What follows belongs to an exercise in optimizing a design on an open flow for small area, a short achievable clock period and few clock cycles per item; a production flow would make more cautious choices. Only simulation tests tie the RTL to the original design; equivalence was not proved. In every run shown here, the design's own scripts or RTL, not TritonCTS, make the clock network. The clock input has no modelled driver; a real chip could not lean on it and would need a root buffer or a full tree.

[design/flow/config.mk]
export PLATFORM = sky130hd
export DESIGN_NAME = HT_TOP
export DESIGN_NICKNAME = HT_TOP
export VERILOG_FILES = /design/flow/design.v
export SDC_FILE = /design/flow/constraint.sdc
export NUM_CORES = 4
export LEC_CHECK = 0
export ABC_AREA = 1
export CAP_MARGIN = 20
export CORE_MARGIN = 2
export CORE_UTILIZATION = 40
export CTS_BUF_LIST = sky130_fd_sc_hd__clkbuf_8
export SLEW_MARGIN = 20
[design/flow/constraint.sdc]
create_clock -name core_clock -period 26.0 [get_ports {clk}]
set_input_delay 5.2000 -clock core_clock [delete_from_list [all_inputs] [get_ports {clk}]]
set_output_delay 5.2000 -clock core_clock [all_outputs]
set_load 0.01 [all_outputs]
[design/flow/design.v]
module SORT_IP #(parameter IP_WIDTH = 8) (
    IN_character, IN_weight,
    OUT_character
);
input [IP_WIDTH*4-1:0]  IN_character;
input [IP_WIDTH*5-1:0]  IN_weight;
output reg [IP_WIDTH*4-1:0] OUT_character;
reg [8:0] ch_wei [0:7];
integer i,j,k;
generate
    always @(*) begin
        for (k = IP_WIDTH - 1;k >= 0;k = k - 1 ) begin 
                ch_wei[IP_WIDTH - 1 - k] = {IN_character[4*k+:4],IN_weight[5*k+:5]};
        end
        for (i = 0 ; i < IP_WIDTH - 1 ; i = i + 1 ) begin 
            for (j = i ; j >= 0 ; j = j - 1 ) begin 
                if (ch_wei[j][4:0] < ch_wei[j+1][4:0]) begin
                    {ch_wei[j],ch_wei[j+1]} = {ch_wei[j+1],ch_wei[j]};
                end
            end
        end
    end
endgenerate
always @(*) begin
    case (IP_WIDTH)
        3: OUT_character = {ch_wei[0][8:5],ch_wei[1][8:5],ch_wei[2][8:5]};
        4: OUT_character = {ch_wei[0][8:5],ch_wei[1][8:5],ch_wei[2][8:5],ch_wei[3][8:5]};
        5: OUT_character = {ch_wei[0][8:5],ch_wei[1][8:5],ch_wei[2][8:5],ch_wei[3][8:5],ch_wei[4][8:5]};
        6: OUT_character = {ch_wei[0][8:5],ch_wei[1][8:5],ch_wei[2][8:5],ch_wei[3][8:5],ch_wei[4][8:5],ch_wei[5][8:5]};
        7: OUT_character = {ch_wei[0][8:5],ch_wei[1][8:5],ch_wei[2][8:5],ch_wei[3][8:5],ch_wei[4][8:5],ch_wei[5][8:5],ch_wei[6][8:5]};
        8: OUT_character = {ch_wei[0][8:5],ch_wei[1][8:5],ch_wei[2][8:5],ch_wei[3][8:5],ch_wei[4][8:5],ch_wei[5][8:5],ch_wei[6][8:5],ch_wei[7][8:5]};
        default: OUT_character = 'b0;
    endcase
end
endmodule
module HT_TOP(
    clk,
    rst_n,
    in_valid,
    in_weight,
    out_mode,
    out_valid,
    out_code
);
input clk, rst_n, in_valid, out_mode;
input [2:0] in_weight;
output reg out_valid, out_code;
localparam IDLE = 2'd0, INPUT = 2'd1, MERGE = 2'd3, OUTPUT = 2'd2;    
reg [1:0] st;
reg [2:0] win;        
reg [3:0] cnt;        
wire [7:0] c;         
reg       mode;
reg [4:0] W [0:7];    
reg [2:0] P [0:4];    
integer j, s;
wire       last;      
reg  [2:0] m;         
reg        rest;      
wire [2:0] tn = rest ? m - 3'd1 : 3'd6;    
assign c[0] = !cnt[3] && !cnt[0];
assign c[1] =  cnt[0] && !cnt[1];
assign c[2] =  cnt[1] && !cnt[2];
assign c[3] =  cnt[2] && !cnt[3];
assign c[4] =  cnt[3] &&  cnt[0];
assign c[5] = !cnt[0] &&  cnt[1];
assign c[6] = !cnt[1] &&  cnt[2];
assign c[7] = !cnt[2] &&  cnt[3];
assign last = (st == MERGE) && c[5];
wire [3:0] cnt_inc = {cnt[2:0], !cnt[3]};
function ge3;           
    input [2:0] a, b;
    integer i;
    reg c;
    begin
        c = 1'b1;
        for (i = 0; i < 3; i = i + 1)
            c = (a[i] & ~b[i]) | (a[i] & c) | (~b[i] & c);
        ge3 = c;
    end
endfunction
function ge5;           
    input [4:0] a, b;
    integer i;
    reg c;
    begin
        c = 1'b1;
        for (i = 0; i < 5; i = i + 1)
            c = (a[i] & ~b[i]) | (a[i] & c) | (~b[i] & c);
        ge5 = c;
    end
endfunction
wire        ins  = (st != MERGE);
wire [5:0]  S6   = W[0] + W[1];
wire [4:0]  S    = S6[5] ? 5'd31 : S6[4:0];
wire [4:0]  NEWW = ins ? {2'b00, win} : S;
reg  [9:0]  g;         
reg  [8:0]  below;     
always @(*) begin
    below[8] = 1'b0;
    for (j = 0; j < 8; j = j + 1) begin
        below[j] = 1'b0;
        for (s = 0; s < 8 - j; s = s + 1) below[j] = below[j] | c[s];
    end
end
reg  [8:0]  keep;      
reg  [9:0]  lt;        
reg  [7:0]  selN, selA, selC, selB, selP;
reg  [2:0]  np;        
reg  [4:0]  Wn [0:7];
reg  [4:0]  Wx [0:9];
always @(*) begin
    for (j = 0; j < 8; j = j + 1) Wx[j] = W[j];
    Wx[8] = 5'd0; Wx[9] = 5'd0;
    g[0] = 1'b0;                       
    g[1] = ge3(W[1][2:0], win);
    for (j = 2; j < 8; j = j + 1)
        g[j] = ge5(W[j], NEWW);
    keep[8] = 1'b1;
    for (j = 0; j < 8; j = j + 1)
        keep[j] = !below[j] && g[j];
    lt[0] = 1'b1; lt[1] = 1'b1; lt[8] = 1'b0; lt[9] = 1'b0;
    for (j = 2; j < 8; j = j + 1)
        lt[j] = below[j] && !g[j];
    np = 3'd0;
    for (j = 0; j < 8; j = j + 1) begin
        if (st == OUTPUT || (last && j == 0)) begin   
            selA[j] = 1'b1; selC[j] = 1'b0; selN[j] = 1'b0; selB[j] = 1'b0; selP[j] = 1'b0;
        end else if (ins) begin                  
            selA[j] = keep[j];
            selN[j] = !keep[j] && keep[j+1];
            selB[j] = !keep[j] && !keep[j+1];
            selC[j] = 1'b0; selP[j] = 1'b0;
        end else begin                           
            selA[j] = (j == 0) ? 1'b0 : !below[j];
            selP[j] = (j == 0) ? 1'b0 : below[j] && !below[j+1];
            selC[j] = below[j+1] && lt[j+2];
            selN[j] = below[j+1] && lt[j+1] && !lt[j+2];
            selB[j] = below[j+1] && !lt[j+1];
        end
        if (selN[j]) np = np | j[2:0];
    end
    for (j = 0; j < 8; j = j + 1)
        Wn[j] = ({5{selA[j] && !(j == 0 && (st == OUTPUT || last))}} & Wx[j])
              | ({5{j == 0 && (st == OUTPUT || last)}} & {2'b00, tn}) | ({5{selC[j]}} & Wx[j+2]) | ({5{selN[j]}} & NEWW)
              | ({5{selB[j]}} & Wx[j+1]) | ({5{selP[j]}} & {2'b00, np});
end
function isleaf;        
    input       m;
    input [7:0] cd;
    input [2:0] kk;
    begin
        case ({m, kk})
            4'b0_000: isleaf = cd[4];
            4'b0_001: isleaf = cd[5];
            4'b0_010: isleaf = cd[6];
            4'b0_011: isleaf = cd[7];
            4'b0_100: isleaf = cd[3];
            4'b1_000: isleaf = cd[4];
            4'b1_001: isleaf = cd[2];
            4'b1_010: isleaf = cd[5];
            4'b1_011: isleaf = cd[0];
            default:  isleaf = cd[1];
        endcase
    end
endfunction
always @(posedge clk or negedge rst_n) begin
    if (!rst_n) begin
        st  <= IDLE;
        cnt <= 4'd0;
    end else begin
        case (st)
            IDLE:   if (in_valid) st <= INPUT;    
            INPUT:  begin
                        cnt <= cnt_inc;
                        if (c[7]) st <= MERGE;
                    end
            MERGE:  begin
                        if (!last)     cnt <= cnt_inc;
                        else begin
                            st <= OUTPUT;
                            cnt <= rest ? 4'd0 : 4'd1;   
                        end
                    end
            OUTPUT: begin
                        if (c[5]) begin st <= IDLE; cnt <= 4'd0; end
                        else if (!rest) cnt <= cnt_inc;
                    end
        endcase
    end
end
always @(posedge clk) begin
    win <= in_weight;
end
always @(posedge clk) begin
    if (st == IDLE) mode <= out_mode;    
    for (j = 0; j < 6; j = j + 1) W[j] <= Wn[j];
    W[6] <= {1'b0, Wn[6][3:0]};     
    W[7] <= {2'b0, Wn[7][2:0]};     
    if (st == IDLE || st == INPUT)
        for (s = 0; s < 5; s = s + 1) begin
            if (isleaf(mode, c, s))      P[s] <= np;
            else if (ge3(np, P[s]))       P[s] <= P[s] - 3'd1;
        end
end
function [7:0] mv;
    input [7:0] h;
    input [2:0] q;
    integer i;
    reg [8:0] a;
    begin
        case (q)                                   
            3'd0: a = 9'b0_0000_0011;
            3'd1: a = 9'b0_0000_0111;
            3'd2: a = 9'b0_0000_1111;
            3'd3: a = 9'b0_0001_1111;
            3'd4: a = 9'b0_0011_1111;
            3'd5: a = 9'b0_0111_1111;
            3'd6: a = 9'b0_1111_1111;
            default: a = 9'b1_1111_1111;
        endcase
        mv = 8'd0;
        for (i = 0; i < 8; i = i + 1) begin
            if (i + 2 < 8) mv[i] = mv[i] | (h[i+2] & a[i+2]);
            if (i + 1 < 8 && i + 1 >= 2) mv[i] = mv[i] | (h[i+1] & !a[i+1]);
            if (i == q) mv[i] = mv[i] | h[0] | h[1];
        end
    end
endfunction
wire [2:0] NP0 = W[7][2:0];
wire [2:0] NP1 = W[6][2:0];
wire [2:0] NP2 = W[5][2:0];
wire [1:0] NP3 = W[4][1:0];
wire [1:0] NP4 = W[3][1:0];
wire       np5 = last ? np[0] : W[2][0];
reg  [2:0] p0;
reg  [7:0] h [0:6];
reg  [6:0] inv, cb, upto;
always @(*) begin
    if (st != OUTPUT || c[0]) p0 = P[0];
    else if (c[1])            p0 = P[1];
    else if (c[2])            p0 = P[2];
    else if (c[3])            p0 = P[3];
    else                      p0 = P[4];
    h[0] = 8'd1 << p0;
    h[1] = mv(h[0], NP0) & 8'h7f;
    h[2] = mv(h[1], NP1) & 8'h3f;
    h[3] = mv(h[2], NP2) & 8'h1f;
    h[4] = mv(h[3], {1'b0, NP3}) & 8'h0f;
    h[5] = mv(h[4], {1'b0, NP4}) & 8'h07;
    h[6] = mv(h[5], {2'b00, np5}) & 8'h03;
    for (j = 0; j < 7; j = j + 1) begin
        inv[j] = h[j][0] | h[j][1];
        cb[j]  = h[j][0];
    end
    inv[6] = 1'b1;
    case (st == OUTPUT ? W[0][2:0] : 3'd6)
        3'd0: upto = 7'b000_0001;
        3'd1: upto = 7'b000_0011;
        3'd2: upto = 7'b000_0111;
        3'd3: upto = 7'b000_1111;
        3'd4: upto = 7'b001_1111;
        3'd5: upto = 7'b011_1111;
        default: upto = 7'b111_1111;
    endcase
    m = 3'd0;
    for (j = 0; j < 7; j = j + 1)
        if (inv[j] && upto[j]) m = j[2:0];
    rest = 1'b0;
    for (j = 0; j < 7; j = j + 1)
        if (inv[j] && j < m) rest = 1'b1;
end
always @(posedge clk or negedge rst_n) begin
    if (!rst_n) begin
        out_valid <= 1'b0;
        out_code  <= 1'b0;
    end else if (last || (st == OUTPUT && !c[5])) begin
        out_valid <= 1'b1;
        out_code  <= cb[m];
    end else begin
        out_valid <= 1'b0;
        out_code  <= 1'b0;
    end
end
endmodule
[design/flow/flow/run.sh]
#!/bin/bash
# The standard layout (standard.sh), with these changes:
# - synthesis maps the logic with flow/abc_area.script (flow/synth.tcl);
# - plain buffers (buf_2) on the ports in place of the delay-cell buffers
#   that the port buffering picks by default;
# - after clock tree synthesis, flow/clktree.tcl replaces the two-level
#   clock tree with one level of four clkbuf_16, each driving the registers
#   of one quarter of the core, fed from the clock port.
# Each step's full output is in orfs/logs/; make's output is in flow_make.log.
set -euo pipefail
here=$(pwd)
export FLOW_ABC_SCRIPT="$here/flow/abc_area.script"
bash standard.sh SYNTH_SCRIPT="$here/flow/synth.tcl" SETUP_SLACK_MARGIN=20.3 \
  BUFFER_PORTS_ARGS="-buffer_cell sky130_fd_sc_hd__buf_2" \
  POST_CTS_TCL="$here/flow/clktree.tcl" CLKTREE_NBUF=4 finish > flow_make.log 2>&1
[design/flow/flow/abc_area.script]
strash
dc2
dch -f
map -a
topo
dnsize -c
[design/flow/flow/clktree.tcl]
# Replace the clock tree that clock_tree_synthesis built with one level of
# NBUF clkbuf_16 buffers, each driving the registers of one region of the
# core, all fed straight from the clock port. All registers get the clock
# through one buffer of the same kind, with balanced loads.
set nbuf 4
if {[info exists ::env(CLKTREE_NBUF)]} { set nbuf $::env(CLKTREE_NBUF) }
set block [ord::get_db_block]
set db [ord::get_db]
set clkport_net [$block findNet clk]
set master [$db findMaster sky130_fd_sc_hd__clkbuf_16]

# the registers' clock pins, and the clock buffers and nets to remove
set sinks {}
set old_insts {}
foreach inst [$block getInsts] {
  set m [[$inst getMaster] getName]
  set n [$inst getName]
  if { [string match "clkbuf_*" $n] || [string match "clkload*" $n] } {
    lappend old_insts $inst
    continue
  }
  set it [$inst findITerm CLK]
  if { $it != "NULL" && $it != "" } {
    lappend sinks $it
  }
}
set old_nets {}
foreach inst $old_insts {
  foreach it [$inst getITerms] {
    set net [$it getNet]
    if { $net != "NULL" && $net != "" && [$net getName] != "clk" } {
      if { [lsearch $old_nets $net] < 0 } { lappend old_nets $net }
    }
  }
}
puts "clktree: [llength $sinks] sinks, removing [llength $old_insts] buffers and [llength $old_nets] nets"
foreach it $sinks { $it disconnect }
foreach inst $old_insts { odb::dbInst_destroy $inst }
foreach net $old_nets { odb::dbNet_destroy $net }

# split the sinks by x into nbuf groups of equal size
set pts {}
foreach it $sinks {
  set inst [$it getInst]
  set loc [$inst getLocation]
  lappend pts [list [lindex $loc 0] [lindex $loc 1] $it]
}
# groups: split by x into nx columns, each column by y into ny rows
set nx [expr {$nbuf == 4 ? 2 : $nbuf}]
set ny [expr {$nbuf / $nx}]
set pts [lsort -integer -index 0 $pts]
set n [llength $pts]
set groups {}
for {set i 0} {$i < $nx} {incr i} {
  set col [lrange $pts [expr {$i * $n / $nx}] [expr {($i + 1) * $n / $nx - 1}]]
  set col [lsort -integer -index 1 $col]
  set m [llength $col]
  for {set j 0} {$j < $ny} {incr j} {
    lappend groups [lrange $col [expr {$j * $m / $ny}] [expr {($j + 1) * $m / $ny - 1}]]
  }
}
set b 0
foreach grp $groups {
  set sx 0; set sy 0
  foreach p $grp { incr sx [lindex $p 0]; incr sy [lindex $p 1] }
  set cx [expr {$sx / [llength $grp]}]
  set cy [expr {$sy / [llength $grp]}]
  set buf [odb::dbInst_create $block $master "clkbuf_m_$b"]
  set net [odb::dbNet_create $block "clknet_m_$b"]
  $net setSigType CLOCK
  [$buf findITerm A] connect $clkport_net
  [$buf findITerm X] connect $net
  foreach p $grp { [lindex $p 2] connect $net }
  $buf setLocation $cx $cy
  $buf setPlacementStatus PLACED
  puts "clktree: buffer $b at $cx $cy drives [llength $grp] sinks"
  incr b
}
detailed_placement
check_placement -verbose
[design/flow/flow/synth.tcl]
# The standard flow's synthesis script (synth_recipe.tcl), with one change: Yosys's abc
# runs flow/abc_area.script (an area-oriented mapping) in place of ORFS's
# abc_area.script. Registers are mapped before abc, as in the standard
# synthesis, so they are the same.
proc synth {args} { yosys synth -nofsm -noshare {*}$args }
proc abc {args} {
  set i [lsearch $args -script]
  if {$i >= 0} {
    set args [lreplace $args [expr {$i + 1}] [expr {$i + 1}] $::env(FLOW_ABC_SCRIPT)]
  }
  yosys abc {*}$args
}
source $::env(SCRIPTS_DIR)/synth.tcl
# left out here: clear keep_hierarchy, flatten, clean up, hide names made inside functions, write 1_2_yosys.v
[design/flow/standard.sh]
#!/bin/bash
# synth_recipe.tcl (not shown) runs the flow's synth.tcl, then flattens the netlist and writes it again
# the make line also repeats each setting of config.mk as NAME=value (left out here)
make -C /OpenROAD-flow-scripts/flow DESIGN_CONFIG=/design/flow/config.mk WORK_HOME=/design/flow/orfs CLKGATE_MAP_FILE= SYNTH_SCRIPT=/design/flow/synth_recipe.tcl "${@:-finish}"
==> results of run 1 <==
## layout by cell type (no fill, tap or decap), types with 5 or more instances in the layout
cell	instances
inv_2	5
xnor2_1	5
o21ai_0	62
dfxtp_1	40
o211ai_1	16
nor2_4	10
edfxtp_1	16
o22ai_1	17
nand2_1	124
a22oi_1	35
nand4_1	6
clkinv_2	6
ha_1	11
o221ai_1	25
nor3_1	9
nand3_1	19
buf_2	8
buf_4	27
clkinv_1	97
a21oi_1	41
nor2_1	81
## cell usage after synthesis
cell	instances	area [um2]
nand2_1	124	465
clkinv_1	111	417
nor2_1	93	349
o21ai_0	66	330
a21oi_1	44	220
dfxtp_1	40	801
a22oi_1	38	285
o221ai_1	25	219
nand3_1	23	115
o22ai_1	17	106
edfxtp_1	16	480
o211ai_1	16	120
ha_1	11	138
nor3_1	10	50.1
dfrtp_1	8	200
nand4_1	6	37.5
a221oi_1	5	43.8
o311ai_0	5	43.8
xnor2_1	5	43.8
a31oi_1	4	25.0
nor4_1	4	25.0
o2111ai_1	4	35.0
a311oi_1	2	17.5
o21a_1	2	15.0
xor2_1	2	17.5
a211oi_1	1	7.51
a32o_1	1	10.0
fa_1	1	20.0
maj3_1	1	10.0
nor3b_1	1	7.51
o21bai_1	1	7.51
o31ai_1	1	7.51
o32ai_1	1	8.76
o41ai_1	1	8.76
or2_2	1	6.26
## registers in the layout, indices dropped and copies added, names as in the netlist
register and cells:
win 3, P 15, out_valid 1, W 37
mode 1, out_code 1, cnt 4, st 2
## layout make-up
class                           instances  area (um2)  share of cell area, %
Buffer                                  4         100                   1.84
Inverter                              111         437                   8.02
Multi-Input combinational cell        516        3000                   55.1
Sequential cell                        64        1490                   27.3
Tap cell                              143         179                   3.29
Timing Repair Buffer                   35         243                   4.46
## layer usage
layer | wire [um] | track usage [%]
met1 | 6870 | 33.1
met2 | 7980 | 44.7
met3 | 1410 | 6.16
met4 | 486 | 8.62
met5 | 0 | 0
## worst paths after layout
kind                             endpoint  slack (ns)  cells past startpoint
worst min-delay path              W[5][4]        0.54                      2
worst max-delay path            out_valid       20.16                      1
worst min register to register    W[5][4]        0.54                      2
max in group asynchronous          cnt[1]       20.89                      1
min in group asynchronous           st[0]        4.90                      1
worst max register to register     cnt[2]       20.59                     36
## cell families after synthesis
logic type	synth area share, %
adders and majority gates	3.57
AOI/OAI and AO/OA	32.2
buffers and inverters	8.88
xor gates and xnor gates	1.31
and+or+nand+nor	22.5
DFF	31.6
## through the flow
step / setup WS [ns] / utilization, %
after floorplan: 20.37 / -
final: 20.16 / 47.7
after detailed placement: 17.81 / 43.3
after global routing: 20.14 / 47.7
after global placement: 17.84 / 43.3
==> key figures, run 1 <==
Critical path
  • Crit path max-delay cell type: dfrtp_1
  • Worst Path Buf+Inv: 1
  • Worst Setup SP: out_valid
  • CP Capture Type: output port
  • Crit Path Class: register to output port
  • Startpoint types: register
  • Slowest stage delay, CP: 0.36 ns
  • Cell Chain, Critical Path: buf_2
  • Crit path required time: 20.80 ns
  • Critical-path maximum fanout: 1
  • Worst EP arrival: 0.64 ns
  • Crit-path leading delay family: flip-flops
  • R2r startpoint: st[1]

Floorplanning
  • # IOs: 9
  • Die Y: 112 um
  • Total die area: 12600 um2
  • Num rows: 39
  • Die Wd: 112 um
  • Starting density of the core: 41.1%
  • Core footprint: 11400 um2

Logic synthesis
  • Mapped Nets: 710
  • Cell Area, Synth: 4690 um2
  • Yosys warnings: 6
  • #FFs+latches synth: 64
  • Sequential share of the synthesized area: 31.6%
  • Cell count after synthesis: 691
  • Syn Area/Cell: 6.79 um2
  • Unique masters post-synth: 35

STA
  • Final slew viol count: 0
  • Minimum clock period: 5.84 ns
  • Post-route clock skew: 0.0121 ns
  • Setup total negative slack: 0 ns
  • Final setup fails: 0
  • RSZ-0062 raised after global routing: true
  • Hold WS: 0.542 ns
  • Slew @ Worst Pin: 0.839 ns
  • Final period util: 22.5%
  • Slew margin rel.: 43.4%
  • Final Hold Viols: 0
  • Highest Clock Rate: 0.171 GHz

GRT
  • Grt ovf: 0
  • Vias in the first global route: 5182
  • First-pass GRT wire length: 26.8 mm
  • Tot GR Track Use: 26.3%
  • Antenna violations before repair: 0
  • Largest net degree at the start of global routing: 21

Place
  • Placed wire-length estimate: 12.7 mm
  • GP Congestion: 0.983
  • Area after DPL: 4940 um2
  • Placed cells: 845
  • PortBufs: 8

Finish
  • Area growth syn-to-layout: 16.0%
  • Share of cells above drive strength 1: 12.5%
  • Final nets: 751
  • FILL cells: 1175
  • Final std cells w/o fill: 873
  • Antenna cells: 0
  • Cell area after layout: 5450 um2

Routing
  • Via count: 5411
  • DRT iter0 DRCs: 554
  • WL final: 16.7 mm
  • Via/cell ratio: 6.20
  • Wire per inst: 19.2 um
  • DRC viols: 0
  • Pre-antenna DRT Iters: 6
  • DRT antenna net count: 0

Worst hold path
  • Hold path startpoint: W[5][4]
  • Hold crit path type: register to register

Clock tree
  • Num Clock Sinks: 64
  • Clk pin slew, worst setup/hold paths: 0.08 ns
  • Clk Latency, worst-skew pair: 0.15 ns

Job
  • Max Cap Viol: 0

Outcome
  • Outcome: complete, no violations
Testbench counts, summed over its fixed seeds: cycles 80,215, items 2,400.
==> inputs of run 2 (changes only) <==
--- a/design/flow/flow/run.sh
+++ b/design/flow/flow/run.sh
@@ -10,6 +10,6 @@
 set -euo pipefail
 here=$(pwd)
 export FLOW_ABC_SCRIPT="$here/flow/abc_area.script"
-bash standard.sh SYNTH_SCRIPT="$here/flow/synth.tcl" SETUP_SLACK_MARGIN=20.3 \
+bash standard.sh SYNTH_SCRIPT="$here/flow/synth.tcl" SETUP_SLACK_MARGIN=20.2 \
   BUFFER_PORTS_ARGS="-buffer_cell sky130_fd_sc_hd__buf_2" \
   POST_CTS_TCL="$here/flow/clktree.tcl" CLKTREE_NBUF=4 finish > flow_make.log 2>&1
==> design/flow/flow/abc_area.script (replaced) <==
strash
dc2
&get -n
&dch -f
&nf -R 1000 -p
&put
topo
dnsize -c
==> run 2 against run 1 <==
Against the previous run:
- worst hold slack worse by 0.0078 ns
- die area fell by 1.4%
==> key figures, run 2 <==
STA
  • Post-route clock skew: 0.00808 ns (-0.00405 ns)
  • Hold WS: 0.534 ns (-0.00783 ns)
  • RSZ-0062 raised after global routing: true
  • Final period util: 22.4% (-0.031 points)
  • Setup total negative slack: 0 ns (unchanged)
  • Final slew viol count: 0 (unchanged)
  • Slew @ Worst Pin: 0.869 ns (+0.0296 ns)
  • Final setup fails: 0 (unchanged)
  • Slew margin rel.: 41.4% (-2.0 points)
  • Highest Clock Rate: 0.171 GHz (+0.14%)
  • Final Hold Viols: 0 (unchanged)
  • Minimum clock period: 5.84 ns (-0.00800 ns)

Floorplanning
  • Num rows: 39 (unchanged)
  • # IOs: 9 (unchanged)
  • Die Y: 112 um (-0.69%)
  • Starting density of the core: 40.7% (-0.41 points)
  • Core footprint: 11400 um2 (-0.43%)
  • Die Wd: 112 um (-0.69%)
  • Total die area: 12400 um2 (-1.4%)

Logic synthesis
  • Count leader, synth: nand2_1
  • #FFs+latches synth: 64 (unchanged)
  • Top cells by area, synth: dfxtp_1 (17%), edfxtp_1 (10%), o21ai_0 (8.4%)
  • Syn Area/Cell: 7.66 um2 (+13%)
  • Asr flop ratio synth: 12.5% (unchanged)
  • Cell count after synthesis: 604 (-13%)
  • Area share of the leading cell type in the synthesized netlist: 17.3% (+0.24 points)
  • Cell Area, Synth: 4630 um2 (-1.4%)
  • Synth top cells by count: nand2_1 (79), o21ai_0 (78), nor2_1 (71)
  • Post-synth top area cell: dfxtp_1
  • Sequential share of the synthesized area: 32.0% (+0.45 points)
  • Yosys warnings: 6 (unchanged)
  • Number of synthesized flops with an enable pin: 16 (unchanged)
  • Unique masters post-synth: 51 (+46%)
  • Mapped Nets: 623 (-12%)
  • Top_reg_cell synth: dfxtp_1

Finish
  • Most frequent cells in the layout: nand2_1 (79), o21ai_0 (73), nor2_1 (69)
  • Antenna cells: 0 (unchanged)
  • Area growth syn-to-layout: 10.8%
  • Final std cells w/o fill: 773 (-11%)
  • Final nets: 651 (-13%)
  • Regs by FF count: W: 37 flops, P: 15 flops, cnt: 4 flops
  • FILL cells: 1154 (-1.8%)
  • Largest register FFs: 37 (unchanged)
  • Share of cells above drive strength 1: 6.67% (-5.8 points)
  • Most common cell after layout, fill and taps aside: nand2_1
  • Reg with most FFs: W

Critical path
  • Length in cells of the worst reg-to-reg path: 24 (-33%)
  • R2r setup slk: 20.52 ns (-0.07 ns)
  • Worst EP arrival: 0.64 ns (about the same)
  • Worst Path Buf+Inv: 1 (unchanged)
  • Cell Chain, Critical Path: buf_2
  • Crit Path Class: register to output port
  • Critical-path maximum fanout: 1 (unchanged)
  • Slowest stage delay, CP: 0.36 ns (about the same)
  • Crit path max-delay cell type: dfrtp_1
  • Crit-path leading delay family: flip-flops
  • Crit path required time: 20.80 ns (about the same)
  • RR Endpoint: P[2][2]
  • Startpoint types: register
  • CP Capture Type: output port
  • R2r startpoint: W[0][1]

GRT
  • Vias in the first global route: 4683 (-9.6%)
  • Grt ovf: 0 (unchanged)
  • First-pass GRT wire length: 24.2 mm (-9.7%)
  • Antenna violations before repair: 0 (unchanged)
  • Largest net degree at the start of global routing: 21 (unchanged)
  • Tot GR Track Use: 23.6% (-2.7 points)

Clock tree
  • Num Clock Sinks: 64 (unchanged)
  • Clk pin slew, worst setup/hold paths: 0.08 ns (about the same)
  • Clk Latency, worst-skew pair: 0.14 ns (about the same)

Worst hold path
  • Hold crit path type: register to register
  • Hold path startpoint: W[5][4]
  • Worst hold endpoint: W[5][4]
  • Worst hold path stage count: 2 (unchanged)

Outcome
  • Outcome: complete, no violations

Place
  • Placed wire-length estimate: 11.1 mm (-12%)
  • PortBufs: 8 (unchanged)
  • Placed cells: 765 (-9.5%)
  • GP Congestion: 0.995 (+1.1%)

Routing
  • Via/cell ratio: 6.61 (+6.7%)
  • DRT iter0 DRCs: 629 (+14%)
  • Pre-antenna DRT Iters: 7 (+1)
  • Via count: 5112 (-5.5%)
  • DRT antenna net count: 0 (unchanged)
  • DRC viols: 0 (unchanged)
  • WL final: 15.1 mm (-9.9%)
  • Wire per inst: 19.5 um (+1.8%)

Job
  • Max Cap Viol: 0 (unchanged)
## run 2: cells by family (layout without fill, tap and decap cells)
family / Yosys count / count (layout) / synth area share [%]
xor gates and xnor gates: 9 / 9 / 1.70
adders and majority gates: 13 / 13 / 3.62
muxes: 13 / 13 / 2.81
buffers and inverters: 33 / 59 / 2.68
AOI/OAI and AO/OA: 251 / 251 / 35.7
and+or+nand+nor: 221 / 221 / 21.5
DFF: 64 / 64 / 32.0
## run 2: final cells by class
| class | instances | area, um2 | area share (%) |
|---|---|---|---|
| Multi-Input combinational cell | 507 | 3090 | 60.3 |
| Sequential cell | 64 | 1480 | 28.9 |
| Tap cell | 143 | 179 | 3.49 |
| Timing Repair Buffer | 22 | 145 | 2.83 |
| Inverter | 33 | 128 | 2.49 |
| Buffer | 4 | 100 | 1.95 |
## run 2: worst max-delay path by stage
stage / from / endpoint / cells after the start
floorplan: out_code / out_code / 0
global placement: st[1] / cnt[1] / 24
detailed placement: st[1] / cnt[0] / 23
global route: out_code / out_code / 1
finish: out_valid / out_valid / 1
## run 2: through the flow
stage                     setup WS, ns  cell area (um2)  util, %
final                            20.16             5130     45.1
after global routing             20.15             5130     45.1
after detailed placement         19.39             4930     43.4
after global placement           19.80             4930     43.4
after floorplan                  20.42             4630        -
## run 2: metal layers
metal	vias up	part of all wire, %	GRT usage, %
met3	40	9.4	4.35
met2	266	44	35.5
met4	0	3.2	9.38
li1	2395	-	-
met5	-	0	0
met1	2411	44	33.7
==> inputs of run 3 (changes only) <==
--- a/design/flow/flow/run.sh
+++ b/design/flow/flow/run.sh
@@ -10,6 +10,6 @@
 set -euo pipefail
 here=$(pwd)
 export FLOW_ABC_SCRIPT="$here/flow/abc_area.script"
-bash standard.sh SYNTH_SCRIPT="$here/flow/synth.tcl" SETUP_SLACK_MARGIN=20.2 \
+bash standard.sh SYNTH_SCRIPT="$here/flow/synth.tcl" SETUP_SLACK_MARGIN=20.1 \
   BUFFER_PORTS_ARGS="-buffer_cell sky130_fd_sc_hd__buf_2" \
   POST_CTS_TCL="$here/flow/clktree.tcl" CLKTREE_NBUF=4 finish > flow_make.log 2>&1
==> design/flow/flow/abc_area.script (replaced) <==
strash
dc2
&get -n
&dch -f
&nf -R 1000 -p -C 32
&put
strash
dc2
&get -n
&dch -f
&nf -R 1000 -p -C 32
&put
strash
dc2
&get -n
&dch -f
&nf -R 1000 -p -C 32
&put
topo
dnsize -c
==> run 3 against run 2 <==
Against the previous run:
- synthesized area fell by 2.6%
- cell count fell by 5.8%
- worst hold slack got worse by 0.022 ns
- still clean on timing, DRC and antenna
- global-route usage rose by 0.48 points
- via count fell by 6.8%
- register-to-register slack improved by 0.06 ns
==> key figures, run 3 <==
Outcome
  • Outcome: complete, no violations

Finish
  • Final nets: 609 (-6.5%)
  • Most common cell after layout, fill and taps aside: nand2_1
  • Reg with most FFs: W
  • Most frequent cells in the layout: nand2_1 (73), o21ai_0 (62), nor2_1 (61)
  • Regs by FF count: W: 37 flops, P: 15 flops, cnt: 4 flops
  • Final core area utilization: 45.6% (+0.51 points)
  • Share of cells above drive strength 1: 6.80% (+0.14 points)
  • Antenna cells: 0 (unchanged)
  • Area growth syn-to-layout: 10.6%
  • Largest register FFs: 37 (unchanged)

STA
  • Post-route clock skew: 0.00555 ns (-0.00253 ns)
  • Slew @ Worst Pin: 0.768 ns (-0.101 ns)
  • Minimum clock period: 5.84 ns (+0.00400 ns)
  • Final period util: 22.5% (about the same)
  • RSZ-0062 raised after global routing: false
  • Highest Clock Rate: 0.171 GHz (about the same)
  • Setup total negative slack: 0 ns (unchanged)
  • Final slew viol count: 0 (unchanged)
  • Final Hold Viols: 0 (unchanged)
  • Slew margin rel.: 48.4% (+7.0 points)
  • Final setup fails: 0 (unchanged)

Logic synthesis
  • Post-synthesis xor/xnor area fraction: 1.75% (+0.045 points)
  • Sequential share of the synthesized area: 32.9% (+0.84 points)
  • Yosys warnings: 6 (unchanged)
  • Largest family of logic cells by synthesized area: compound AO/OA/AOI/OAI gates
  • Multiplexer share of the synthesized area: 3.16% (+0.35 points)
  • Post-Synth Adder-Cell Area: 3.72% (+0.095 points)
  • Unique masters post-synth: 56 (+9.8%)
  • Top_reg_cell synth: dfxtp_1
  • Cell Area, Synth: 4510 um2 (-2.6%)
  • Count leader, synth: nand2_1
  • Syn Area/Cell: 7.97 um2 (+4.0%)
  • Mapped Nets: 585 (-6.1%)
  • Top cells by area, synth: dfxtp_1 (18%), edfxtp_1 (11%), o21ai_0 (7.1%)
  • #FFs+latches synth: 64 (unchanged)
  • Cell count after synthesis: 566 (-6.3%)
  • Area share of the leading cell type in the synthesized netlist: 17.8% (+0.46 points)
  • Post-synth top area cell: dfxtp_1
  • Number of synthesized flops with an enable pin: 16 (unchanged)
  • Simple-gate portion of the synthesized area: 20.8% (-0.74 points)
  • Asr flop ratio synth: 12.5% (unchanged)
  • Synth top cells by count: nand2_1 (73), nor2_1 (64), o21ai_0 (64)
  • Synth Area in Compound Gates: 35.5% (-0.17 points)

Place
  • PortBufs: 8 (unchanged)
  • Placed wire-length estimate: 10.5 mm (-5.9%)
  • GP Congestion: 0.971 (-2.4%)

Routing
  • Via/cell ratio: 6.54 (-1.0%)
  • Wire per inst: 19.3 um (-0.89%)
  • Pre-antenna DRT Iters: 9 (+2)
  • DRT antenna net count: 0 (unchanged)
  • DRC viols: 0 (unchanged)
  • WL final: 14.1 mm (-6.7%)
  • Via count: 4764 (-6.8%)
  • DRT iter0 DRCs: 619 (-1.6%)

GRT
  • Antenna violations before repair: 0 (unchanged)
  • Largest net degree at the start of global routing: 20 (-4.8%)
  • First-pass GRT wire length: 22.8 mm (-5.5%)
  • Vias in the first global route: 4447 (-5.0%)
  • Grt ovf: 0 (unchanged)
  • Tot GR Track Use: 24.1% (+0.48 points)

Critical path
  • Crit Path Class: register to output port
  • Worst Path Buf+Inv: 1 (unchanged)
  • Crit path max-delay cell type: dfrtp_1
  • Worst EP arrival: 0.64 ns (about the same)
  • Crit path required time: 20.80 ns (about the same)
  • CP Capture Type: output port
  • Startpoint types: register
  • Cell Chain, Critical Path: buf_2
  • Slowest stage delay, CP: 0.36 ns (about the same)
  • Crit-path leading delay family: flip-flops
  • Critical-path maximum fanout: 1 (unchanged)

Job
  • Max Cap Viol: 0 (unchanged)

Floorplanning
  • Total die area: 12100 um2 (-2.5%)
  • Starting density of the core: 41.2% (+0.53 points)
  • Num rows: 38 (-2.6%)
  • # IOs: 9 (unchanged)
  • Die Y: 110 um (-1.2%)
  • Die Wd: 110 um (-1.2%)
  • Core footprint: 10900 um2 (-3.8%)

Clock tree
  • Clk Latency, worst-skew pair: 0.14 ns (about the same)
  • Clk pin slew, worst setup/hold paths: 0.07 ns (about the same)
  • Num Clock Sinks: 64 (unchanged)

Worst hold path
  • Hold crit path type: register to register
[run 3: cell types whose count changed in the layout (fill, tap and decap cells not counted), sizes merged, moves of 5 or more]
| cell | previous run | this run |
|---|---|---|
| clkinv | 32 | 27 |
| nor2 | 71 | 64 |
| nor3 | 10 | 16 |
| a222oi | 19 | 27 |
| o21ai | 78 | 64 |
| nand2 | 79 | 73 |
| o21a | 2 | 7 |
| a221oi | 8 | 3 |
| a21o | 8 | 3 |
| a22oi | 22 | 17 |
[run 3: area by class of cell]
class                      instances  area, um2
multi-input combinational        475       3010
buffer                             4        100
tap                              140        175
timing repair buffer              18        115
inverter                          27        101
sequential                        64       1490
fill                            1117       5950
[run 3: kinds of logic (layout without fill, tap and decap cells)]
group | Yosys count | count (layout)
AOI/OAI and AO/OA | 233 | 233
xor gates and xnor gates | 9 | 9
adders and majority gates | 13 | 13
buffers and inverters | 27 | 49
DFF | 64 | 64
muxes | 14 | 14
and+or+nand+nor | 206 | 206
[run 3: final timing paths]
path | slack [ns] | depth (start not counted) | startpoint | to
worst max register to register | 20.58 | 26 | cnt[2] | cnt[0]
worst min register to register | 0.51 | 2 | W[4][2] | W[2][2]
worst max-delay path | 20.16 | 1 | out_code | out_code
worst min-delay path | 0.51 | 2 | W[4][2] | W[2][2]
min in group asynchronous | 4.91 | 1 | rst_n | st[0]
max in group asynchronous | 20.87 | 1 | rst_n | st[1]
[run 3: stage by stage]
stage | instance area (um2) | setup slack, ns | instances | hold slack, ns
2_1_floorplan | 4510 | 20.42 | 566 | 0.455
3_3_place_gp | 4820 | 20.16 | 724 | 0.506
3_5_place_dp | 4820 | 19.85 | 724 | 0.503
5_1_grt | 4990 | 20.11 | 728 | 0.533
6_report | 4990 | 20.16 | 728 | 0.512
[run 3: routing by layer]
metal / up-vias / wire length [um] / GRT usage [%]
li1: 2263 / - / -
met1: 2263 / 6260 / 33.4
met2: 213 / 6540 / 38.4
met3: 25 / 1010 / 3.82
met4: 0 / 278 / 7.77
met5: - / 0 / 0
==> inputs of run 4 (changes only) <==
==> design/flow/flow/run.sh (replaced) <==
#!/bin/bash
# The standard layout (standard.sh), with these changes:
# - synthesis maps the logic with flow/abc_area.script (flow/synth.tcl),
#   and leaves adders to abc too (no ADDER_MAP_FILE half/full adder cells);
# - plain buffers (buf_2) on the ports in place of the delay-cell buffers
#   that the port buffering picks by default;
# - after clock tree synthesis, flow/clktree.tcl replaces the two-level
#   clock tree with one level of four clkbuf_16, each driving the registers
#   of one quarter of the core, fed from the clock port.
# Each step's full output is in orfs/logs/; make's output is in flow_make.log.
set -euo pipefail
here=$(pwd)
export FLOW_ABC_SCRIPT="$here/flow/abc_area.script"
bash standard.sh SYNTH_SCRIPT="$here/flow/synth.tcl" ADDER_MAP_FILE= SETUP_SLACK_MARGIN=20.1 \
  BUFFER_PORTS_ARGS="-buffer_cell sky130_fd_sc_hd__buf_2" \
  POST_CTS_TCL="$here/flow/clktree.tcl" CLKTREE_NBUF=4 finish > flow_make.log 2>&1
==> run 4 against run 3 <==
Against the previous run:
- critical path type unchanged
- cell count decreased by 0.69%
- final area fell by 1.6%
- worst hold slack improved by 0.024 ns
- first-iteration DRC count grew 17%
- register-to-register slack got worse by 0.18 ns
- routed wire length grew 0.59%
- global-route usage grew 0.77 points
- die area down 3.3%
- synthesized cell count decreased by 1.4%
==> key figures, run 4 <==
GRT
  • Antenna violations before repair: 0 (unchanged)
  • Largest net degree at the start of global routing: 21 (+5.0%)
  • Met1 Usage GRT: 35.6% (+2.1 points)
  • GR Layer Usage met2: 38.1% (-0.34 points)
  • Tot GR Track Use: 24.9% (+0.77 points)
  • Gr busiest metal: met2
  • First-pass GRT wire length: 23.1 mm (+1.3%)
  • Met3 GRT Util: 3.86% (+0.036 points)
  • Grt ovf: 0 (unchanged)
  • Vias in the first global route: 4352 (-2.1%)

STA
  • Final setup fails: 0 (unchanged)
  • Slew @ Worst Pin: 1.11 ns (+0.339 ns)
  • Setup total negative slack: 0 ns (unchanged)
  • Slew margin rel.: 25.5% (-23 points)
  • Minimum clock period: 5.86 ns (+0.0178 ns)
  • RSZ-0062 raised after global routing: true
  • Final slew viol count: 0 (unchanged)
  • Final Hold Viols: 0 (unchanged)
  • Final worst slack: 20.14 ns (-0.0178 ns)
  • Final period util: 22.5% (+0.068 points)
  • Highest Clock Rate: 0.171 GHz (-0.30%)
  • Post-route clock skew: 0.00695 ns (+0.00140 ns)

Routing
  • Via count: 4807 (+0.90%)
  • WL final: 14.2 mm (+0.59%)
  • DRT iter0 DRCs: 723 (+17%)
  • Pre-antenna DRT Iters: 8 (-1)
  • Via/cell ratio: 6.65 (+1.6%)
  • DRC viols: 0 (unchanged)
  • Wire per inst: 19.6 um (+1.3%)
  • DRT antenna net count: 0 (unchanged)

Logic synthesis
  • Unique masters post-synth: 47 (-16%)
  • Top cells by area, synth: dfxtp_1 (18%), edfxtp_1 (11%), o21ai_0 (9.1%)
  • Area share of the leading cell type in the synthesized netlist: 18.4% (+0.62 points)
  • Synth top cells by count: o21ai_0 (79), nand2_1 (69), nor2_1 (68)
  • Synth Area in Compound Gates: 37.7% (+2.2 points)
  • Cell Area, Synth: 4360 um2 (-3.4%)
  • Cell count after synthesis: 558 (-1.4%)
  • Yosys warnings: 6 (unchanged)
  • Sequential share of the synthesized area: 34.0% (+1.2 points)
  • Post-synthesis xor/xnor area fraction: 2.21% (+0.46 points)
  • Number of synthesized flops with an enable pin: 16 (unchanged)
  • #FFs+latches synth: 64 (unchanged)
  • Top_reg_cell synth: dfxtp_1
  • Post-synth top area cell: dfxtp_1
  • Count leader, synth: o21ai_0
  • Mapped Nets: 565 (-3.4%)
  • Multiplexer share of the synthesized area: 2.10% (-1.1 points)
  • Asr flop ratio synth: 12.5% (unchanged)
  • Simple-gate portion of the synthesized area: 22.2% (+1.4 points)
  • Largest family of logic cells by synthesized area: compound AO/OA/AOI/OAI gates
  • Syn Area/Cell: 7.81 um2 (-2.0%)
  • Post-Synth Adder-Cell Area: 0.689% (-3.0 points)

Finish
  • Reg with most FFs: W
  • Most frequent cells in the layout: o21ai_0 (76), nand2_1 (69), nor2_1 (64)
  • Final nets: 592 (-2.8%)
  • Largest register FFs: 37 (unchanged)
  • Regs by FF count: W: 37 flops, P: 15 flops, cnt: 4 flops
  • Antenna cells: 0 (unchanged)
  • Area growth syn-to-layout: 12.6%
  • Most common cell after layout, fill and taps aside: o21ai_0
  • Share of cells above drive strength 1: 8.23% (+1.4 points)

Critical path
  • Crit Path Class: register to output port
  • R2r setup slk: 20.40 ns (-0.18 ns)
  • RR Endpoint: cnt[2]
  • Crit path required time: 20.80 ns (about the same)
  • CP Capture Type: output port
  • Crit path max-delay cell type: dfrtp_1
  • Cell Chain, Critical Path: buf_2
  • Worst Path Buf+Inv: 1 (unchanged)
  • Worst EP arrival: 0.66 ns (+0.02 ns)
  • Slowest stage delay, CP: 0.38 ns (+0.02 ns)
  • Length in cells of the worst reg-to-reg path: 24 (-7.7%)
  • R2r startpoint: st[1]
  • Critical-path maximum fanout: 1 (unchanged)
  • Startpoint types: register
  • Crit-path leading delay family: flip-flops

Floorplanning
  • Die Y: 108 um (-1.6%)
  • Core footprint: 10700 um2 (-1.7%)
  • Total die area: 11700 um2 (-3.3%)
  • Starting density of the core: 40.5% (-0.69 points)
  • Num rows: 38 (unchanged)
  • Die Wd: 108 um (-1.6%)
  • # IOs: 9 (unchanged)

Job
  • Max Cap Viol: 0 (unchanged)

Worst hold path
  • Worst hold path stage count: 2 (unchanged)
  • Hold crit path type: register to register
  • Worst hold endpoint: W[6][3]
  • Hold path startpoint: W[6][3]

Clock tree
  • Num Clock Sinks: 64 (unchanged)
  • Clk pin slew, worst setup/hold paths: 0.07 ns (about the same)
  • Clk Latency, worst-skew pair: 0.14 ns (about the same)

Place
  • GP Congestion: 0.910 (-6.3%)
  • Worst slack, placed: 19.11 ns (-0.735 ns)
  • PortBufs: 8 (unchanged)
  • Placed wire-length estimate: 10.3 mm (-1.2%)

Outcome
  • Outcome: complete, no violations
==> run 4: cell types whose count changed in the layout (fill, tap and decap cells not counted), sizes merged, moves of 6 or more <==
cell and delta:
ha -11, clkinv -15, and2 +6, o311ai -7, o21ai +15
==> run 4: cells by family after synthesis <==
| kind of cell | after synthesis |
|---|---|
| buffers and inverters | 13 |
| DFF | 64 |
| xor gates and xnor gates | 11 |
| AOI/OAI and AO/OA | 246 |
| muxes | 9 |
| and+or+nand+nor | 212 |
| adders and majority gates | 3 |
==> run 4: cell type report <==
type | count | area, um2
fillers | 1100 | 5840
multi-input cells | 481 | 2960
flip-flops and latches | 64 | 1490
plain buffers | 4 | 100
well taps | 140 | 175
repair buffers | 21 | 138
inverters | 13 | 52.6
==> run 4: worst max-delay path by stage <==
stage	startpoint	endpoint	slack, ns	cells after the start
after floorplan	out_code	out_code	20.42	0
after global placement	st[1]	cnt[2]	19.53	24
after detailed placement	st[1]	cnt[2]	19.11	22
after global routing	st[1]	W[0][1]	20.01	24
final	out_valid	out_valid	20.14	1
==> run 4: per-stage QoR <==
stage	utilization [%]	hold slack (ns)	area (um2)	cells
finish	45.7	0.536	4910	723
global placement	43.1	0.511	4630	713
floorplan	-	0.469	4360	558
global route	45.7	0.572	4910	723
detailed placement	43.1	0.525	4630	713
==> run 4: metal layers <==
layer / share of wire, % / wire length [um] / up-vias
li1: - / - / 2242
met1: 44 / 6300 / 2283
met2: 44 / 6260 / 252
met3: 8.9 / 1260 / 30
met4: 2.4 / 339 / 0
met5: 0 / 0 / -
==> inputs of run 5 (changes only) <==
==> design/flow/flow/run.sh (replaced) <==
#!/bin/bash
# The standard layout (standard.sh), with these changes:
# - synthesis maps the logic with flow/abc_area.script (flow/synth.tcl),
#   and leaves adders to abc too (no ADDER_MAP_FILE half/full adder cells);
# - plain buffers (buf_2) on the ports in place of the delay-cell buffers
#   that the port buffering picks by default;
# - after clock tree synthesis, flow/clktree.tcl replaces the two-level
#   clock tree with one level of four clkbuf_8, each driving the registers
#   of one quarter of the core, fed from the clock port.
# Each step's full output is in orfs/logs/; make's output is in flow_make.log.
set -euo pipefail
here=$(pwd)
export FLOW_ABC_SCRIPT="$here/flow/abc_area.script"
bash standard.sh SYNTH_SCRIPT="$here/flow/synth.tcl" ADDER_MAP_FILE= SETUP_SLACK_MARGIN=20.1 \
  BUFFER_PORTS_ARGS="-buffer_cell sky130_fd_sc_hd__buf_2" \
  POST_CTS_TCL="$here/flow/clktree.tcl" CLKTREE_NBUF=4 CLKTREE_CELL=sky130_fd_sc_hd__clkbuf_8 finish > flow_make.log 2>&1
--- a/design/flow/flow/clktree.tcl
+++ b/design/flow/flow/clktree.tcl
@@ -1,5 +1,5 @@
 # Replace the clock tree that clock_tree_synthesis built with one level of
-# NBUF clkbuf_16 buffers, each driving the registers of one region of the
+# NBUF clock buffers (clkbuf_16 unless CLKTREE_CELL names another), each driving the registers of one region of the
 # core, all fed straight from the clock port. All registers get the clock
 # through one buffer of the same kind, with balanced loads.
 set nbuf 4
@@ -7,7 +7,9 @@
 set block [ord::get_db_block]
 set db [ord::get_db]
 set clkport_net [$block findNet clk]
-set master [$db findMaster sky130_fd_sc_hd__clkbuf_16]
+set cell sky130_fd_sc_hd__clkbuf_16
+if {[info exists ::env(CLKTREE_CELL)]} { set cell $::env(CLKTREE_CELL) }
+set master [$db findMaster $cell]
 
 # the registers' clock pins, and the clock buffers and nets to remove
 set sinks {}
==> run 5 against run 4 <==
Against the previous run:
- register-to-register slack better by 0.02 ns
- final area fell by 0.92%
- cell count is the same
- die area unchanged
- global-route usage fell by 0.076 points
==> key figures, run 5 <==
Logic synthesis
  • Top_reg_cell synth: dfxtp_1
  • Asr flop ratio synth: 12.5% (unchanged)
  • Synth Area in Compound Gates: 37.7% (unchanged)
  • Mapped Nets: 565 (unchanged)
  • Count leader, synth: o21ai_0
  • Cell Area, Synth: 4360 um2 (unchanged)
  • Post-Synth Adder-Cell Area: 0.689% (unchanged)
  • Cell count after synthesis: 558 (unchanged)
  • Yosys warnings: 6 (unchanged)
  • Synth top cells by count: o21ai_0 (79), nand2_1 (69), nor2_1 (68)
  • Area share of the leading cell type in the synthesized netlist: 18.4% (unchanged)
  • Number of synthesized flops with an enable pin: 16 (unchanged)
  • Post-synth top area cell: dfxtp_1
  • Multiplexer share of the synthesized area: 2.10% (unchanged)
  • Post-synthesis xor/xnor area fraction: 2.21% (unchanged)
  • Unique masters post-synth: 47 (unchanged)
  • Syn Area/Cell: 7.81 um2 (unchanged)
  • Simple-gate portion of the synthesized area: 22.2% (unchanged)
  • #FFs+latches synth: 64 (unchanged)
  • Top cells by area, synth: dfxtp_1 (18%), edfxtp_1 (11%), o21ai_0 (9.1%)
  • Sequential share of the synthesized area: 34.0% (unchanged)
  • Largest family of logic cells by synthesized area: compound AO/OA/AOI/OAI gates

Routing
  • Pre-antenna DRT Iters: 10 (+2)
  • DRT iter0 DRCs: 694 (-4.0%)
  • DRC viols: 0 (unchanged)
  • WL final: 14.1 mm (-0.22%)
  • DRT antenna net count: 0 (unchanged)
  • Via/cell ratio: 6.60 (-0.69%)
  • Wire per inst: 19.5 um (-0.22%)
  • Via count: 4774 (-0.69%)

GRT
  • First-pass GRT wire length: 23.0 mm (-0.33%)
  • GR Layer Usage met2: 38.1% (+0.090 points)
  • Gr busiest metal: met2
  • Antenna violations before repair: 0 (unchanged)
  • Largest net degree at the start of global routing: 21 (unchanged)
  • Vias in the first global route: 4347 (-0.11%)
  • Met3 GRT Util: 4.64% (+0.78 points)
  • Met1 Usage GRT: 35.5% (-0.074 points)
  • Grt ovf: 0 (unchanged)
  • Tot GR Track Use: 24.8% (-0.076 points)

Clock tree
  • Clk pin slew, worst setup/hold paths: 0.10 ns (+0.03 ns)
  • Num Clock Sinks: 64 (unchanged)
  • Clk Latency, worst-skew pair: 0.16 ns (+0.02 ns)

Critical path
  • Crit-path leading delay family: flip-flops
  • R2r setup slk: 20.42 ns (+0.02 ns)
  • Startpoint types: register
  • Critical-path maximum fanout: 1 (unchanged)
  • Crit path required time: 20.80 ns (about the same)
  • R2r startpoint: st[1]
  • Cell Chain, Critical Path: buf_2
  • RR Endpoint: cnt[2]
  • Crit path max-delay cell type: dfrtp_1
  • Worst EP arrival: 0.69 ns (+0.03 ns)
  • Worst Path Buf+Inv: 1 (unchanged)
  • CP Capture Type: output port
  • Crit path depth: 1 (unchanged)
  • Slowest stage delay, CP: 0.39 ns (about the same)
  • Crit Path Class: register to output port
  • Length in cells of the worst reg-to-reg path: 24 (unchanged)

Place
  • Placed cells: 713 (unchanged)
  • GP Congestion: 0.910 (unchanged)
  • PortBufs: 8 (unchanged)
  • Placed wire-length estimate: 10.3 mm (unchanged)
  • Worst slack, placed: 19.11 ns (unchanged)

Worst hold path
  • Hold crit path type: register to register
  • Hold path startpoint: W[6][3]
  • Worst hold endpoint: W[4][3]
  • Worst hold path stage count: 2 (unchanged)

Finish
  • Reg with most FFs: W
  • Final nets: 592 (unchanged)
  • Area growth syn-to-layout: 11.6%
  • Largest register FFs: 37 (unchanged)
  • Antenna cells: 0 (unchanged)
  • Share of cells above drive strength 1: 8.23% (unchanged)
  • Most frequent cells in the layout: o21ai_0 (76), nand2_1 (69), nor2_1 (64)
  • Most common cell after layout, fill and taps aside: o21ai_0
  • Regs by FF count: W: 37 flops, P: 15 flops, cnt: 4 flops
  • Final std cells w/o fill: 723 (unchanged)

STA
  • Final worst slack: 20.11 ns (-0.0318 ns)
  • Slew margin rel.: 24.7% (-0.85 points)
  • Minimum clock period: 5.89 ns (+0.0318 ns)
  • Slew @ Worst Pin: 1.12 ns (+0.0126 ns)
  • Final setup fails: 0 (unchanged)
  • Final slew viol count: 0 (unchanged)
  • RSZ-0062 raised after global routing: true
  • Post-route clock skew: 0.00874 ns (+0.00178 ns)
  • Highest Clock Rate: 0.170 GHz (-0.54%)
  • Final Hold Viols: 0 (unchanged)
  • Final period util: 22.7% (+0.12 points)
  • Setup total negative slack: 0 ns (unchanged)

Job
  • Max Cap Viol: 0 (unchanged)

Floorplanning
  • Die Wd: 108 um (unchanged)
  • Num rows: 38 (unchanged)
  • Starting density of the core: 40.5% (unchanged)
  • Die Y: 108 um (unchanged)
  • Core footprint: 10700 um2 (unchanged)
  • Total die area: 11700 um2 (unchanged)
  • # IOs: 9 (unchanged)

Outcome
  • Outcome: complete, no violations
-- run 5: area by class of cell --
type,count,area [um2]
Fill cell,1103,5880
Multi-Input combinational cell,481,2960
Sequential cell,64,1490
Tap cell,140,175
Timing Repair Buffer,21,138
Buffer,4,55.1
Inverter,13,52.6
-- run 5: how the worst max path moves through the flow --
stage / end / from
2_1_floorplan: out_code / out_code
3_3_place_gp: cnt[2] / st[1]
3_5_place_dp: cnt[2] / st[1]
5_1_grt: W[0][1] / st[1]
6_report: out_valid / out_valid
-- run 5: logic make-up (layout without fill, tap and decap cells) --
| logic type | after synthesis | after routing |
|---|---|---|
| compound gates | 246 | 246 |
| simple gates | 212 | 212 |
| flops | 64 | 64 |
| buf+inv | 13 | 38 |
| xor+xnor | 11 | 11 |
| mux | 9 | 9 |
| fa+ha+maj | 3 | 3 |
-- run 5: per-layer routing --
layer | vias up | wire (um)
met2 | 248 | 6230
li1 | 2239 | -
met1 | 2259 | 6350
met5 | - | 0
met4 | 0 | 299
met3 | 28 | 1250
-- run 5: worst reg2reg max path, stage by stage (launching register included) --
cell and delay (ns):
dfrtp_4 0.58, clkinvlp_4 0.25, nor2_4 0.24, nand2_1 0.17, a211oi_2 0.35, nor2_1 0.17
o21ai_0 0.16, nand3b_1 0.18, o211ai_1 0.12, nor2b_1 0.15, a311oi_1 0.29, nor2b_1 0.09
a21oi_1 0.13, o21ai_0 0.12, a21oi_1 0.16, o21ai_1 0.13, nor2b_1 0.20, a211oi_2 0.30
o21ai_0 0.28, nor2_2 0.29, nand2_1 0.08, a211o_1 0.41, a31oi_4 0.34, mux2i_1 0.22
a31oi_1 0.06
-- run 5: metrics by stage --
stage | instance area, um2 | hold WS [ns] | utilization [%]
finish | 4860 | 0.538 | 45.2
global route | 4860 | 0.573 | 45.2
detailed placement | 4630 | 0.525 | 43.1
global placement | 4630 | 0.511 | 43.1
floorplan | 4360 | 0.469 | -
==> inputs of run 6 (changes only) <==
==> design/flow/flow/abc_area.script (replaced) <==
strash
dch -f
&get -n
&dch -f
&nf -R 1000 -p -C 32
&put
strash
dch -f
&get -n
&dch -f
&nf -R 1000 -p -C 32
&put
strash
dch -f
&get -n
&dch -f
&nf -R 1000 -p -C 32
&put
topo
dnsize -c
==> run 6 against run 5 <==
Against the previous run:
- still clean on timing, DRC and antenna
- die area is essentially flat
- sequential share of layout area is 0.31 points higher
- via count up 0.92%
- routed wire length up 2.3%
- first-iteration DRC count shrank 33%
- register-to-register slack better by 0.02 ns
- largest cell class unchanged
==> key figures, run 6 <==
Outcome
  • Outcome: complete, no violations

STA
  • Minimum clock period: 5.89 ns (-0.00300 ns)
  • Slew margin rel.: 47.2% (+23 points)
  • RSZ-0062 raised after global routing: true
  • Setup total negative slack: 0 ns (unchanged)
  • Post-route clock skew: 0.00936 ns (+0.000620 ns)
  • Slew @ Worst Pin: 0.787 ns (-0.333 ns)
  • Final period util: 22.6% (about the same)
  • Highest Clock Rate: 0.170 GHz (about the same)
  • Final setup fails: 0 (unchanged)
  • Final slew viol count: 0 (unchanged)
  • Final Hold Viols: 0 (unchanged)
  • Final worst slack: 20.11 ns (+0.00300 ns)

Logic synthesis
  • Number of synthesized flops with an enable pin: 16 (unchanged)
  • Cell Area, Synth: 4360 um2 (about the same)
  • #FFs+latches synth: 64 (unchanged)
  • Top_reg_cell synth: dfxtp_1
  • Post-synth top area cell: dfxtp_1
  • Yosys warnings: 6 (unchanged)
  • Asr flop ratio synth: 12.5% (unchanged)
  • Cell count after synthesis: 561 (+0.54%)
  • Top cells by area, synth: dfxtp_1 (18%), edfxtp_1 (11%), o21ai_0 (8.8%)
  • Synth top cells by count: o21ai_0 (77), nand2_1 (71), nor2_1 (67)
  • Sequential share of the synthesized area: 34.0% (about the same)
  • Syn Area/Cell: 7.77 um2 (-0.51%)
  • Count leader, synth: o21ai_0
  • Area share of the leading cell type in the synthesized netlist: 18.4% (about the same)
  • Mapped Nets: 568 (+0.53%)
  • Unique masters post-synth: 54 (+15%)

GRT
  • Antenna violations before repair: 0 (unchanged)
  • Vias in the first global route: 4373 (+0.60%)
  • Tot GR Track Use: 24.6% (-0.16 points)
  • First-pass GRT wire length: 22.7 mm (-1.5%)
  • Largest net degree at the start of global routing: 21 (unchanged)
  • Grt ovf: 0 (unchanged)

Place
  • Area after DPL: 4650 um2 (+0.38%)
  • Worst slack, placed: 19.15 ns (+0.0436 ns)
  • Placed wire-length estimate: 10.4 mm (+0.84%)
  • GP Congestion: 0.929 (+2.1%)
  • PortBufs: 8 (unchanged)

Finish
  • Cell area after layout: 4820 um2 (-0.93%)
  • Reg with most FFs: W
  • Most common cell after layout, fill and taps aside: o21ai_0
  • Regs by FF count: W: 37 flops, P: 15 flops, cnt: 4 flops
  • FILL cells: 1109 (+0.54%)
  • Multi-input logic area: 2920 um2 (-1.3%)
  • Share of cells above drive strength 1: 7.55% (-0.69 points)
  • Antenna cells: 0 (unchanged)
  • Largest register FFs: 37 (unchanged)
  • Final nets: 592 (unchanged)
  • Register area: 1490 um2 (about the same)
  • Most frequent cells in the layout: o21ai_0 (73), nand2_1 (69), nor2_1 (64)
  • Area growth syn-to-layout: 10.5%

Critical path
  • Length in cells of the worst reg-to-reg path: 25 (+4.2%)
  • Crit path depth: 1 (unchanged)
  • Cell Chain, Critical Path: buf_2
  • Critical-path maximum fanout: 1 (unchanged)
  • Crit-path leading delay family: flip-flops
  • Startpoint types: register
  • Worst Path Buf+Inv: 1 (unchanged)
  • Crit path required time: 20.80 ns (about the same)
  • Worst Setup SP: out_code
  • CP Capture Type: output port
  • Worst EP arrival: 0.69 ns (about the same)
  • R2r startpoint: st[0]
  • Slowest stage delay, CP: 0.39 ns (about the same)
  • Crit Path Class: register to output port
  • Crit path max-delay cell type: dfrtp_1

Worst hold path
  • Worst hold path stage count: 2 (unchanged)
  • Hold path startpoint: W[5][4]
  • Hold crit path type: register to register

Clock tree
  • Clk pin slew, worst setup/hold paths: 0.10 ns (about the same)
  • Num Clock Sinks: 64 (unchanged)
  • Clk Latency, worst-skew pair: 0.16 ns (about the same)

Floorplanning
  • Die Wd: 108 um (about the same)
  • Total die area: 11700 um2 (about the same)
  • Core footprint: 10700 um2 (unchanged)
  • Die Y: 108 um (about the same)
  • # IOs: 9 (unchanged)
  • Starting density of the core: 40.6% (about the same)
  • Num rows: 38 (unchanged)

Routing
  • DRT iter0 DRCs: 465 (-33%)
  • DRC viols: 0 (unchanged)
  • WL final: 14.5 mm (+2.3%)
  • Via/cell ratio: 6.66 (+0.92%)
  • Via count: 4818 (+0.92%)
  • Pre-antenna DRT Iters: 6 (-4)
  • Wire per inst: 20.0 um (+2.3%)
  • DRT antenna net count: 0 (unchanged)

Job
  • Max Cap Viol: 0 (unchanged)
[run 6: per-stage QoR]
| step | hold WS [ns] | utilization [%] | instances |
|---|---|---|---|
| 2_1_floorplan | 0.478 | - | 561 |
| 3_3_place_gp | 0.520 | 43.2 | 718 |
| 3_5_place_dp | 0.549 | 43.3 | 718 |
| 5_1_grt | 0.597 | 44.8 | 723 |
| 6_report | 0.557 | 44.8 | 723 |
[run 6: final timing paths]
kind,endpoint,slack [ns]
worst max-delay path,out_code,20.11
worst min-delay path,W[5][4],0.56
worst max register to register,cnt[1],20.44
worst min register to register,W[5][4],0.56
max in group asynchronous,st[1],20.87
min in group asynchronous,st[0],4.89
[run 6: layout make-up]
| type | instances | area share, % |
|---|---|---|
| plain buffers | 4 | 1.14 |
| inverters | 18 | 1.40 |
| multi-input cells | 479 | 60.6 |
| flip-flops and latches | 64 | 30.9 |
| well taps | 140 | 3.64 |
| repair buffers | 18 | 2.39 |
[run 6: logic make-up after synthesis]
group	share of synthesized area, %
fa+ha+maj	0.689
compound gates	38.9
flops	34.0
mux	2.10
simple gates	21.1
buf+inv	1.55
xor+xnor	1.61
[run 6: per-layer routing]
| metal | global-route usage [%] | share of wire (%) |
|---|---|---|
| met5 | 0 | 0 |
| met1 | 31.6 | 42 |
| met2 | 42.2 | 47 |
| met3 | 2.95 | 6.8 |
| met4 | 9.80 | 3.6 |

==> what the ideal ports hide <==
The results above use ideal ports. As a check the final layouts listed here were re-extracted and re-timed, cells and wires unchanged. Step 1 (the two cells are an assumption about what drives the block):
set clk [get_ports {clk}]
set_driving_cell -lib_cell sky130_fd_sc_hd__clkbuf_16 $clk
set_driving_cell -lib_cell sky130_fd_sc_hd__buf_2 [delete_from_list [all_inputs] $clk]
Step 2 adds t to the input delays and takes it off the output delays; t is the mean of the earliest and latest rising clock arrival at the registers after step 1. Input paths then give back, and output paths get back, about the clock's delay inside the block. Three values: ideal, step 1, step 2; two values: the first two.
run | t (ns) | setup slack, ns | hold WS [ns] | worst setup path at the end | worst data-port slew with drivers (ns)
run 1 | 0.228 | 20.156 / 20.075 / 20.303 | 0.542 / 0.542 / 0.542 | register to output | 0.03
run 2 | 0.221 | 20.164 / 20.083 / 20.304 | 0.534 / 0.534 / 0.534 | register to output | 0.03
run 3 | 0.223 | 20.160 / 20.078 / 20.301 | 0.512 / 0.512 / 0.512 | register to output | 0.03
run 4 | 0.221 | 20.143 / 20.058 / 20.279 | 0.536 / 0.536 / 0.536 | register to output | 0.03
run 5 | 0.222 | 20.111 / 20.045 / 20.267 | 0.538 / 0.538 / 0.538 | register to output | 0.03
run 6 | 0.225 | 20.114 / 20.045 / 20.270 | 0.557 / 0.557 / 0.557 | register to output | 0.03
After both steps setup and hold are still met in every run listed.
